From an optimization exercise on the open Yosys and OpenROAD flow, aimed at small area, a short achievable clock period and few clock cycles per item; shortcuts taken in it are not production practice.
In this exercise RTL edits were held to simulation tests only and were not proved equivalent to the original.

==> flow/design.v <==
module cordic_rotate 
(
    input clk,
    input rst_n,
    input [N-1:0] angle,
    input angle_valid,
    input [15:0] x_in,
    input [15:0] y_in,
    output [15:0] x_out,
    output [15:0] y_out,
    output ready,
    output out_valid
);
parameter N = 16;
wire signed [15:0] ANGLE [0:13];
assign ANGLE[0] = 16'd6434;
assign ANGLE[1] = 16'd3798;
assign ANGLE[2] = 16'd2007;
assign ANGLE[3] = 16'd1019;
assign ANGLE[4] = 16'd511;
assign ANGLE[5] = 16'd256;
assign ANGLE[6] = 16'd128;
assign ANGLE[7] = 16'd64;
assign ANGLE[8] = 16'd32;
assign ANGLE[9] = 16'd16;
assign ANGLE[10] = 16'd8;
assign ANGLE[11] = 16'd4;
assign ANGLE[12] = 16'd2;
assign ANGLE[13] = 16'd1;
reg signed [31:0] cosz_t;
reg signed [31:0] sinz_t;
reg signed[N-1:0] z_t;
reg signed[N-1:0] angle_t;
assign x_out = cosz_t[31:16];
assign y_out = sinz_t[31:16];
assign ready = (current_state == 8'd0);
assign out_valid = (current_state == 8'd15);
reg angle_valid_t;
always @(posedge clk or negedge rst_n) begin
    if (rst_n == 1'b0) begin
        angle_valid_t <= 1'b0;
    end else begin
        angle_valid_t <= angle_valid;
    end
end
reg [7:0] current_state;
reg [7:0] next_state;
always @(posedge clk or negedge rst_n) begin       
    if(rst_n == 1'b0) begin          
        current_state <= 8'd0;    
    end       
    else begin           
        current_state <= next_state;     
    end   
end
always @(*) begin
    case (current_state)
        8'd0: begin
            if (angle_valid == 1'b1) begin
                next_state = 8'd1;
            end else begin
                next_state = 8'd0;
            end
        end
        8'd1:  next_state = 8'd2;
        8'd2:  next_state = 8'd3;
        8'd3:  next_state = 8'd4;
        8'd4:  next_state = 8'd5;
        8'd5:  next_state = 8'd6;
        8'd6:  next_state = 8'd7;
        8'd7:  next_state = 8'd8;
        8'd8:  next_state = 8'd9;
        8'd9:  next_state = 8'd10;
        8'd10: next_state = 8'd11;
        8'd11: next_state = 8'd12;
        8'd12: next_state = 8'd13;
        8'd13: next_state = 8'd14;
        8'd14: next_state = 8'd15;
        8'd15: next_state = 8'd16;
        8'd16: next_state = 8'd0;
        default: next_state = 8'd0;
    endcase
end
always @(posedge clk or negedge rst_n) begin
    if (rst_n == 1'b0) begin
        cosz_t <= 32'd0;
        sinz_t <= 32'd0;
        z_t <= 'd0;
        angle_t <= 'd0;
    end else begin
        case (current_state)
            8'd0: begin
                cosz_t <= {x_in,16'd0};
                sinz_t <= {y_in,16'd0};
                z_t <= 'd0;
                angle_t <= angle;
            end
            8'd1: begin
                if (z_t <= angle_t) begin
                    z_t <= z_t + ANGLE[0];
                    cosz_t <= cosz_t - (sinz_t >>> 0);
                    sinz_t <= sinz_t + (cosz_t >>> 0);
                end else begin
                    z_t <= z_t - ANGLE[0];
                    cosz_t <= cosz_t + (sinz_t >>> 0);
                    sinz_t <= sinz_t - (cosz_t >>> 0);
                end
            end
            8'd2: begin
                if (z_t <= angle_t) begin
                    z_t <= z_t + ANGLE[1];
                    cosz_t <= cosz_t - (sinz_t >>> 1);
                    sinz_t <= sinz_t + (cosz_t >>> 1);
                end else begin
                    z_t <= z_t - ANGLE[1];
                    cosz_t <= cosz_t + (sinz_t >>> 1);
                    sinz_t <= sinz_t - (cosz_t >>> 1);
                end
            end
            8'd3: begin
                if (z_t <= angle_t) begin
                    z_t <= z_t + ANGLE[2];
                    cosz_t <= cosz_t - (sinz_t >>> 2);
                    sinz_t <= sinz_t + (cosz_t >>> 2);
                end else begin
                    z_t <= z_t - ANGLE[2];
                    cosz_t <= cosz_t + (sinz_t >>> 2);
                    sinz_t <= sinz_t - (cosz_t >>> 2);
                end
            end
            8'd4: begin
                if (z_t <= angle_t) begin
                    z_t <= z_t + ANGLE[3];
                    cosz_t <= cosz_t - (sinz_t >>> 3);
                    sinz_t <= sinz_t + (cosz_t >>> 3);
                end else begin
                    z_t <= z_t - ANGLE[3];
                    cosz_t <= cosz_t + (sinz_t >>> 3);
                    sinz_t <= sinz_t - (cosz_t >>> 3);
                end
            end
            8'd5: begin
                if (z_t <= angle_t) begin
                    z_t <= z_t + ANGLE[4];
                    cosz_t <= cosz_t - (sinz_t >>> 4);
                    sinz_t <= sinz_t + (cosz_t >>> 4);
                end else begin
                    z_t <= z_t - ANGLE[4];
                    cosz_t <= cosz_t + (sinz_t >>> 4);
                    sinz_t <= sinz_t - (cosz_t >>> 4);
                end
            end
            8'd6: begin
                if (z_t <= angle_t) begin
                    z_t <= z_t + ANGLE[5];
                    cosz_t <= cosz_t - (sinz_t >>> 5);
                    sinz_t <= sinz_t + (cosz_t >>> 5);
                end else begin
                    z_t <= z_t - ANGLE[5];
                    cosz_t <= cosz_t + (sinz_t >>> 5);
                    sinz_t <= sinz_t - (cosz_t >>> 5);
                end
            end
            8'd7: begin
                if (z_t <= angle_t) begin
                    z_t <= z_t + ANGLE[6];
                    cosz_t <= cosz_t - (sinz_t >>> 6);
                    sinz_t <= sinz_t + (cosz_t >>> 6);
                end else begin
                    z_t <= z_t - ANGLE[6];
                    cosz_t <= cosz_t + (sinz_t >>> 6);
                    sinz_t <= sinz_t - (cosz_t >>> 6);
                end
            end
            8'd8: begin
                if (z_t <= angle_t) begin
                    z_t <= z_t + ANGLE[7];
                    cosz_t <= cosz_t - (sinz_t >>> 7);
                    sinz_t <= sinz_t + (cosz_t >>> 7);
                end else begin
                    z_t <= z_t - ANGLE[7];
                    cosz_t <= cosz_t + (sinz_t >>> 7);
                    sinz_t <= sinz_t - (cosz_t >>> 7);
                end
            end
            8'd9: begin
                if (z_t <= angle_t) begin
                    z_t <= z_t + ANGLE[8];
                    cosz_t <= cosz_t - (sinz_t >>> 8);
                    sinz_t <= sinz_t + (cosz_t >>> 8);
                end else begin
                    z_t <= z_t - ANGLE[8];
                    cosz_t <= cosz_t + (sinz_t >>> 8);
                    sinz_t <= sinz_t - (cosz_t >>> 8);
                end
            end
            8'd10: begin
                if (z_t <= angle_t) begin
                    z_t <= z_t + ANGLE[9];
                    cosz_t <= cosz_t - (sinz_t >>> 9);
                    sinz_t <= sinz_t + (cosz_t >>> 9);
                end else begin
                    z_t <= z_t - ANGLE[9];
                    cosz_t <= cosz_t + (sinz_t >>> 9);
                    sinz_t <= sinz_t - (cosz_t >>> 9);
                end
            end
            8'd11: begin
                if (z_t <= angle_t) begin
                    z_t <= z_t + ANGLE[10];
                    cosz_t <= cosz_t - (sinz_t >>> 10);
                    sinz_t <= sinz_t + (cosz_t >>> 10);
                end else begin
                    z_t <= z_t - ANGLE[10];
                    cosz_t <= cosz_t + (sinz_t >>> 10);
                    sinz_t <= sinz_t - (cosz_t >>> 10);
                end
            end
            8'd12: begin
                if (z_t <= angle_t) begin
                    z_t <= z_t + ANGLE[11];
                    cosz_t <= cosz_t - (sinz_t >>> 11);
                    sinz_t <= sinz_t + (cosz_t >>> 11);
                end else begin
                    z_t <= z_t - ANGLE[11];
                    cosz_t <= cosz_t + (sinz_t >>> 11);
                    sinz_t <= sinz_t - (cosz_t >>> 11);
                end
            end
            8'd13: begin
                if (z_t <= angle_t) begin
                    z_t <= z_t + ANGLE[12];
                    cosz_t <= cosz_t - (sinz_t >>> 12);
                    sinz_t <= sinz_t + (cosz_t >>> 12);
                end else begin
                    z_t <= z_t - ANGLE[12];
                    cosz_t <= cosz_t + (sinz_t >>> 12);
                    sinz_t <= sinz_t - (cosz_t >>> 12);
                end
            end
            8'd14: begin
                if (z_t <= angle_t) begin
                    z_t <= z_t + ANGLE[13];
                    cosz_t <= cosz_t - (sinz_t >>> 13);
                    sinz_t <= sinz_t + (cosz_t >>> 13);
                end else begin
                    z_t <= z_t - ANGLE[13];
                    cosz_t <= cosz_t + (sinz_t >>> 13);
                    sinz_t <= sinz_t - (cosz_t >>> 13);
                end
            end
            8'd15: begin
                z_t <= z_t;
                cosz_t <= cosz_t;
                sinz_t <= sinz_t;
            end
            8'd16: begin
            end        
            default: begin
            end
        endcase
    end
end
endmodule
==> flow/run.sh <==
#!/bin/bash
# synth_recipe.tcl (not shown) runs the flow's synth.tcl, then flattens the netlist and writes it again
# the make line also repeats each setting of config.mk as NAME=value (left out here)
make -C /OpenROAD-flow-scripts/flow DESIGN_CONFIG=/design/flow/config.mk WORK_HOME=/design/flow/orfs CLKGATE_MAP_FILE= SYNTH_SCRIPT=/design/flow/synth_recipe.tcl finish
==> flow/config.mk <==
export PLATFORM = sky130hd
export DESIGN_NAME = cordic_rotate
export DESIGN_NICKNAME = cordic_rotate
export VERILOG_FILES = /design/flow/design.v
export SDC_FILE = /design/flow/constraint.sdc
export NUM_CORES = 4
export LEC_CHECK = 0
export CAP_MARGIN = 20
export CORE_MARGIN = 2
export CORE_UTILIZATION = 40
export PLACE_DENSITY = 0.6
export SLEW_MARGIN = 20
==> flow/constraint.sdc <==
create_clock -name core_clock -period 9.0 [get_ports {clk}]
set_input_delay 1.8000 -clock core_clock [delete_from_list [all_inputs] [get_ports {clk}]]
set_output_delay 1.8000 -clock core_clock [all_outputs]
set_load 0.01 [all_outputs]
==> run summary <==
- The critical path in this run is classified as flip-flop to flip-flop.
- The H-tree depth is 3.
- The footprint of the flip-flops and latches is 2530 µm².
- The number of synthesized register bits is 101.
- Sorting the synthesized cells by how often they occur yields xnor2_1 (702), o21ai_0 (490), nand2_1 (421), a21oi_1 (402), nor2_1 (390).
- Summing every instance area after synthesis gives 31800 µm².
- The number of antenna violations at the first check in global routing came to 10.
- For flop-to-flop paths, the worst setup slack is 1.17 ns.
- The area of the multi-input gates is 27100 µm².
- The register area share after synthesis is 7.95%.
- Hold repair after CTS inserted 0 buffers.
- The final hold violation count came to 0.
- Wire segments on met2 add up to 82600 µm in the final route.
- In the final timing run, aggregate negative setup slack is 0 ns.
- The width of the die is 286 µm.
- In this run, CTS created clock tree buffers numbering 9.
- The post-synthesis cell type with the largest combined area is xnor2_1.
- Counting flops with an async set or reset pin after synthesis yields a share of 100%.
- Before antenna repair, the detailed router went through 9 iterations.
- The count of flip-flops with a built-in enable after synthesis is 0.
- The remaining routing DRC violations is 0.
- The primary flip-flop cell chosen by synthesis mapping is dfrtp_1.
- By instance count, the leading cell after synthesis is xnor2_1.
- The core outline area is 78900 µm².
- The floorplan step defined a die boundary enclosing 81800 µm².
- The all-layer global routing usage is 49.2%.
- The number of global-route vias before repair is 38600.
- The number of pins exceeding their max-slew limit in the final report is 0.
- The count of non-filler cells in the finished layout is 5749.
- The floorplan has 103 rows.
- The final worst-path cycle share is 87.0%.
- The placed cell area is 34300 µm².
- The gate count of the mapped netlist is 4767.
- The post-route cell area is 34700 µm².
- The area share of the largest cell type after synthesis is 19.3%.
- The final critical path time including I/O delays and setup is 7.83 ns.
- The starting DRC count in detailed routing is 6897.
- For this run, the number of Yosys warnings is 1.
- Input and output buffers added on the ports amount to 84.
- The tool flagged a number of max-cap violations equal to 0.
- The combined buffer and inverter count along the critical path is 2.
- The data arrival time of the critical path is 8.14 ns.
- For this block, wires on met1 add up to 77700 µm.
- The number of gates resized after CTS was 0.
- In this run the post-CTS setup repair buffer count came out at 0.
- The kind of start point of the critical path is a flip-flop.
- Measured on the finished design, the core utilization comes to 43.9%.
- The family with the most delay on the worst path is simple AND/OR/NAND/NOR gates.
- Yosys mapped the design onto 83 distinct sky130hd cell types.
- The largest fanout of any net on the critical path is 137.
- The ratio of routed vias to standard cells is 7.20.
- Routability-driven placement finished with a final weighted congestion of 1.07.
- The worst-path cell with the longest stage delay is o21ai_0.
- Summed over all layers, the routed wires come to 210000 µm.
- Pin placement for this block handled 85 I/O pins.
- The run finished with no timing, DRC or antenna violations.
- At the later pin of the worst-skew pair, clock insertion delay measures 0.45 ns.
- The first-pass GRT wire length is 292000 µm.
- After global routing the overflow that remains totals 0.
- The worst setup margin is 1.17 ns.
- After detailed routing, no signal wire sits above met5.
- The maximum number of pins on one net before global-route repair is 138.
- The type of the tightest min-delay check is flip-flop to flip-flop.
- TritonCTS built the clock tree.
- Setup violations remaining at the end of the flow were counted as 0.
- The longest clock path from root to sink contains 2 buffers.
- The cell total after placement is 5726.
- The detailed-route via count is 41400.
- When the netlist entered floorplanning its net count stood at 5075.
- The delay of the slowest cell on the worst path is 0.69 ns.
- The clock drives 101 sinks.
- For the pin with the worst max-slew slack, the measured transition is 1.12 ns.
- The clock-pin slew reported for the worst setup and hold paths after clock tree synthesis is 0.10 ns.
- Once the floorplan was initialized, standard cells occupied 40.3% of the core.
- The relative max-transition margin is 24.6%.
- The die outline height is 286 µm.
- The worst hold slack across all endpoints is 0.553 ns.
- The worst setup timing slack at the placement stage is 1.44 ns.
- The setup clock skew after layout is 0.0236 ns.
- The worst path required time is 9.31 ns.
- The clock tree root driver cell is clkbuf_16.
- Setup repair after global routing left no endpoint under its margin.
- In the final routed layout, each cell accounts on average for 36.5 µm.
- The area growth from synthesis to layout is 8.94%.
- A synthesized cell averages 6.67 µm².
- In the detailed route, the total length drawn on met3 is 28800 µm.
- Cells with a size suffix above 1 make up 7.54% of the layout.
- The post-route antenna net violation count is 0.
- The critical path endpoint category is a flip-flop.
- The wire-length estimate of the detail-placed layout is 152000 µm.
- The final-layout fill cell count is 8478.
- In the post-synthesis netlist, the biggest area contributors are xnor2_1 (19%), ha_1 (9.6%), dfrtp_1 (7.9%), o21ai_0 (7.7%), a21oi_1 (6.3%).
- Derived from the worst setup path, the maximum achievable clock frequency is 128 MHz.
- The total number of nets in the final design is 4995.
cells by family (layout without fill, tap and decap cells):
kind of cell               after synthesis  in the layout  share of synthesized area, %
and+or+nand+nor                       1329           1329                          19.3
DFF                                    101            101                          7.95
adders and majority gates              257            257                          10.4
other                                    0              7                             0
buffers and inverters                  582            507                          7.36
AOI/OAI and AO/OA                     1720           1720                          33.4
muxes                                   39             39                          1.23
xor gates and xnor gates               739            739                          20.4
sequential cells by signal, indices dropped and copies added (netlist names):
| name | flops |
|---|---|
| cosz_t | 32 |
| current_state | 5 |
| z_t | 16 |
| angle_t | 16 |
| sinz_t | 32 |
layout by cell type (no fill, tap or decap), types with 19 or more instances in the layout:
cell,netlist,final
mux2i_1,38,38
a21oi_1,402,401
a21o_1,72,72
nor4_1,62,62
nor2_1,390,380
dfrtp_1,101,101
nor3_1,88,86
and2_1,19,19
nand2_1,421,411
buf_4,32,244
a211oi_1,35,35
xnor2_1,702,702
ha_1,243,243
nand4_1,43,43
or3_1,26,26
o221ai_1,30,30
nand3_1,119,117
inv_1,122,122
o211ai_1,26,26
clkdlybuf4s50_1,0,83
nor2b_1,36,36
o21ai_0,490,487
a221oi_1,45,45
and3_1,20,20
xor2_1,36,36
a22oi_1,56,56
or4_1,20,20
o21bai_1,35,35
a31oi_1,61,60
inv_2,24,23
nand2b_1,34,34
o22ai_1,258,258
o31ai_1,44,44
path summary, 6_finish.rpt:
| kind | from | end | cells past startpoint |
|---|---|---|---|
| max | z_t[13]$_DFFE_PN0N_ | sinz_t[30]$_DFFE_PN0N_ | 26 |
| min | angle_t[5]$_DFFE_PN0P_ | angle_t[5]$_DFFE_PN0P_ | 2 |
| max reg2reg | z_t[13]$_DFFE_PN0N_ | sinz_t[30]$_DFFE_PN0N_ | 26 |
| min reg2reg | angle_t[5]$_DFFE_PN0P_ | angle_t[5]$_DFFE_PN0P_ | 2 |
| max in group asynchronous | rst_n | sinz_t[17]$_DFFE_PN0N_ | 2 |
| min in group asynchronous | rst_n | current_state[3]$_DFF_PN0_ | 1 |
tightest hold or removal path: cells and delay by family, from the launching register on:
kind            cells  cell delay, ns
flops               1            0.33
compound gates      1            0.14
buf+inv             1            0.05
layer usage:
layer	vias to the layer above	track usage [%]
met3	1125	16.0
met2	3616	69.4
met1	19500	61.2
met5	-	0
met4	10	38.6
li1	17100	-
final cells by class:
| cell class | instances | share of cell area (%) |
|---|---|---|
| Antenna cell | 7 | 0.0505 |
| Clock buffer | 9 | 0.650 |
| Clock inverter | 7 | 0.274 |
| Inverter | 158 | 1.73 |
| Multi-Input combinational cell | 4084 | 78.2 |
| Sequential cell | 101 | 7.29 |
| Tap cell | 1050 | 3.79 |
| Timing Repair Buffer | 333 | 8.03 |
Testbench counts, summed over its fixed seeds: cycles 16,312, items 960.

static timing again, ports no longer ideal:
The results above use ideal ports. As a check the final layout listed here was re-extracted and re-timed, cells and wires unchanged. Step 1 assumes that a clkbuf_16 drives the clock port and a buf_2 every other input. Step 2 moves the port delays by t, midway between the first and last clock arrival at a register: inputs arrive t later, outputs are due t later. That takes back most of the time a late clock gives input paths. Three values: ideal ports, drivers, drivers and shift; two values: the first two.
shift t [ns]: 0.510
slack for setup (ns): 1.169 / 1.169 / 1.169
slew at the worst register clock pin (ns): 0.10 / 0.10
After both steps this run still meets setup and hold. For this run, drivers alone change the setup slack by 0.000 ns; drivers and shift together by 0.000 ns.
